What follows belongs to an exercise in optimizing a design on an open flow for small area and a short achievable clock period; a production flow would make more cautious choices. Only simulation tests tie the RTL to the original design; equivalence was not proved. The clock input has no modelled driver; a real chip could not lean on it and would need a root buffer or a full tree. No activity file was given, so power comes from the tool's default toggle rates.

==> build 32 <==
==> flow/design.v (excerpt) <==
module fir_filter (
    data_in, data_out, clk, rst
);
    output [17:0] data_out;
    input  [7:0]  data_in;
    input         clk, rst;
    wire [7:0] d = data_in;
    reg  [7:0]  x1n;
    reg  [7:0]  x2;
    reg  [7:0]  x3n;
    reg  [7:0]  x4;
    reg  [7:0]  x5n;
    reg  [7:0]  x6;
    reg  [7:0]  x7;
    reg  [17:0] s;
    wire p1, p2;
    fa u_p1 (.a(x2[0]), .b(x4[0]), .c(x6[0]), .s(p1), .co(p2));
    wire p3, p4;
    fa u_p3 (.a(x7[0]), .b(p1), .c(d[0]), .s(p3), .co(p4));
    wire p5, p6;
    fa u_p5 (.a(x2[1]), .b(x4[1]), .c(x6[1]), .s(p5), .co(p6));
    wire p7, p8;
    fa u_p7 (.a(x7[1]), .b(p2), .c(p5), .s(p7), .co(p8));
    wire p9, p10;
    fa u_p9 (.a(p7), .b(d[1]), .c(p4), .s(p9), .co(p10));
    wire p11, p12;
    fa u_p11 (.a(x2[2]), .b(x4[2]), .c(x6[2]), .s(p11), .co(p12));
    wire p13, p14;
    fa u_p13 (.a(x7[2]), .b(p6), .c(p11), .s(p13), .co(p14));
    wire p15, p16;
    fa u_p15 (.a(p8), .b(p13), .c(d[2]), .s(p15), .co(p16));
    wire p17, p18;
    fa u_p17 (.a(x2[3]), .b(x4[3]), .c(x6[3]), .s(p17), .co(p18));
    wire p19, p20;
    fa u_p19 (.a(x7[3]), .b(p12), .c(p17), .s(p19), .co(p20));
    wire p21, p22;
    fa u_p21 (.a(p14), .b(p19), .c(d[3]), .s(p21), .co(p22));
    wire p23, p24;
    fa u_p23 (.a(x2[4]), .b(x4[4]), .c(x6[4]), .s(p23), .co(p24));
    wire p25, p26;
    fa u_p25 (.a(x7[4]), .b(p18), .c(p23), .s(p25), .co(p26));
    wire p27, p28;
    fa u_p27 (.a(p20), .b(p25), .c(d[4]), .s(p27), .co(p28));
    wire p29, p30;
  ...
==> flow/config.mk <==
export PLATFORM = sky130hd
export DESIGN_NAME = fir_filter
export DESIGN_NICKNAME = fir_filter
export VERILOG_FILES = /design/flow/design.v
export SDC_FILE = /design/flow/constraint.sdc
export NUM_CORES = 4
export LEC_CHECK = 0
export CAP_MARGIN = 20
export CORE_MARGIN = 2
export CORE_UTILIZATION = 58
export PLACE_DENSITY = 0.75
export SETUP_SLACK_MARGIN = 3.7
export SLEW_MARGIN = 20
export SYNTH_HIERARCHICAL = 1
==> flow/constraint.sdc <==
create_clock -name core_clock -period 11.0 [get_ports {clk}]
set_input_delay 2.2000 -clock core_clock [delete_from_list [all_inputs] [get_ports {clk}]]
set_output_delay 2.2000 -clock core_clock [all_outputs]
set_load 0.01 [all_outputs]
standard.sh (not shown) runs the stock make flow with config.mk's settings and CLKGATE_MAP_FILE= SYNTH_SCRIPT=/design/flow/synth_recipe.tcl, a recipe that flattens the netlist after the stock synthesis.
==> flow/flow/run.sh <==
#!/bin/bash
# Layout flow: the standard ORFS flow (standard.sh, unchanged synthesis),
# with these layout changes:
#  - ports are buffered with the smallest buffer (repair_timing upsizes the
#    ones on critical paths) instead of the delay cell buffer_ports picks;
#  - the clock tree is a root buffer and four leaf buffers (flow/cts_tree.tcl,
#    sourced before the CTS step) instead of TritonCTS's 9-buffer H-tree.
# Each tool's output is in this folder's orfs/logs; the make output is in
# flow.log.
set -euo pipefail
here=$(cd "$(dirname "$0")" && pwd)
export BUFFER_PORTS_ARGS="-buffer_cell sky130_fd_sc_hd__buf_1"
export PRE_CTS_TCL="$here/cts_tree.tcl"
export CTS_NLEAF=4
export CTS_ROOT_CELL=sky130_fd_sc_hd__clkbuf_8
export CTS_LEAF_CELL=sky130_fd_sc_hd__clkbuf_8
bash standard.sh finish > flow.log 2>&1
Other scripts of this flow, unchanged in this note and not shown: flow/flow/cts_tree.tcl
==> trial 80: changes against build 32 <==
--- a/flow/config.mk
+++ b/flow/config.mk
@@ -8,7 +8,6 @@
 export CAP_MARGIN = 20
 export CORE_MARGIN = 2
-export CORE_UTILIZATION = 58
-export PLACE_DENSITY = 0.75
-export SETUP_SLACK_MARGIN = 3.7
+export CORE_UTILIZATION = 65
+export SETUP_SLACK_MARGIN = 3.5
 export SLEW_MARGIN = 20
 export SYNTH_HIERARCHICAL = 1
==> results.py <==
metrics = {
    "pwr": {
        "cellLeakagePower_nw": 2.383,
        "intPower_mw": 0.7951,
    },
    "critical_path": {
        "arrival_ps": 5010,
    },
    "timing": {
        "finalWorstSetupSlack_ps": 3786,
        "holdWs_ps": 380.5,
    },
    "detailed_routing": {
        "num_vias": 2564,
        "via_per_inst": 5.037,
    },
    "status": {
        "outcome": "complete, no violations",
    },
    "global_routing": {
        "grt_pass1_vias": 2754,
        "grtUsageMet2_pct": 33.28,
    },
    "worst_hold_path": {
        "min_delay_worst_endpoint": "x6[2]",
    },
    "cells_and_area": {
        "area_growth_syn_to_layout_pct": 6.802,
    },
}
# the run above: build 32

==> results.py <==
metrics = {
    "detailed_routing": {
        "num_vias": 2598,
        "via_per_inst": 5.206,
        "met2WireLength_microns": 4205,
    },
    "global_routing": {
        "grt_pass1_vias": 2968,
        "grtUsageMet2_pct": 40.99,
    },
    "worst_hold_path": {
        "min_delay_worst_endpoint": "x2[4]",
    },
    "status": {
        "outcome": "complete, no violations",
    },
    "pwr": {
        "intPower_mw": 0.7484,
    },
    "timing": {
        "holdWs_ps": 381.7,
    },
    "cells_and_area": {
        "area_growth_syn_to_layout_pct": 4.061,
    },
}
# the run above: trial 80

No run of this note takes its clock network from TritonCTS; it comes from the design's own scripts or RTL.

## re-timing with driven ports
No port has a modelled driver above. Below, the same layouts with a new extraction and two added sets of constraints. Step 1: set_driving_cell puts a clkbuf_16 on clk and a buf_2 on each other input, an assumption about the parent block. Step 2 also shifts input and output timing later by t, the mid clock arrival at the registers, as if the neighbouring blocks saw the same clock. Slacks: ideal / step 1 / step 2; pairs: ideal / step 1.
run	shift t [ns]	setup slack, ns	worst slew at a driven data input, ns
build 32	0.361	3.786 / 3.740 / 3.649	0.06
trial 80	0.364	3.640 / 3.617 / 3.573	0.03
After both steps every run listed still meets setup and hold. The setup slack of build 32, which loses most, moves by -0.046 ns with the drivers and by -0.137 ns with both steps.
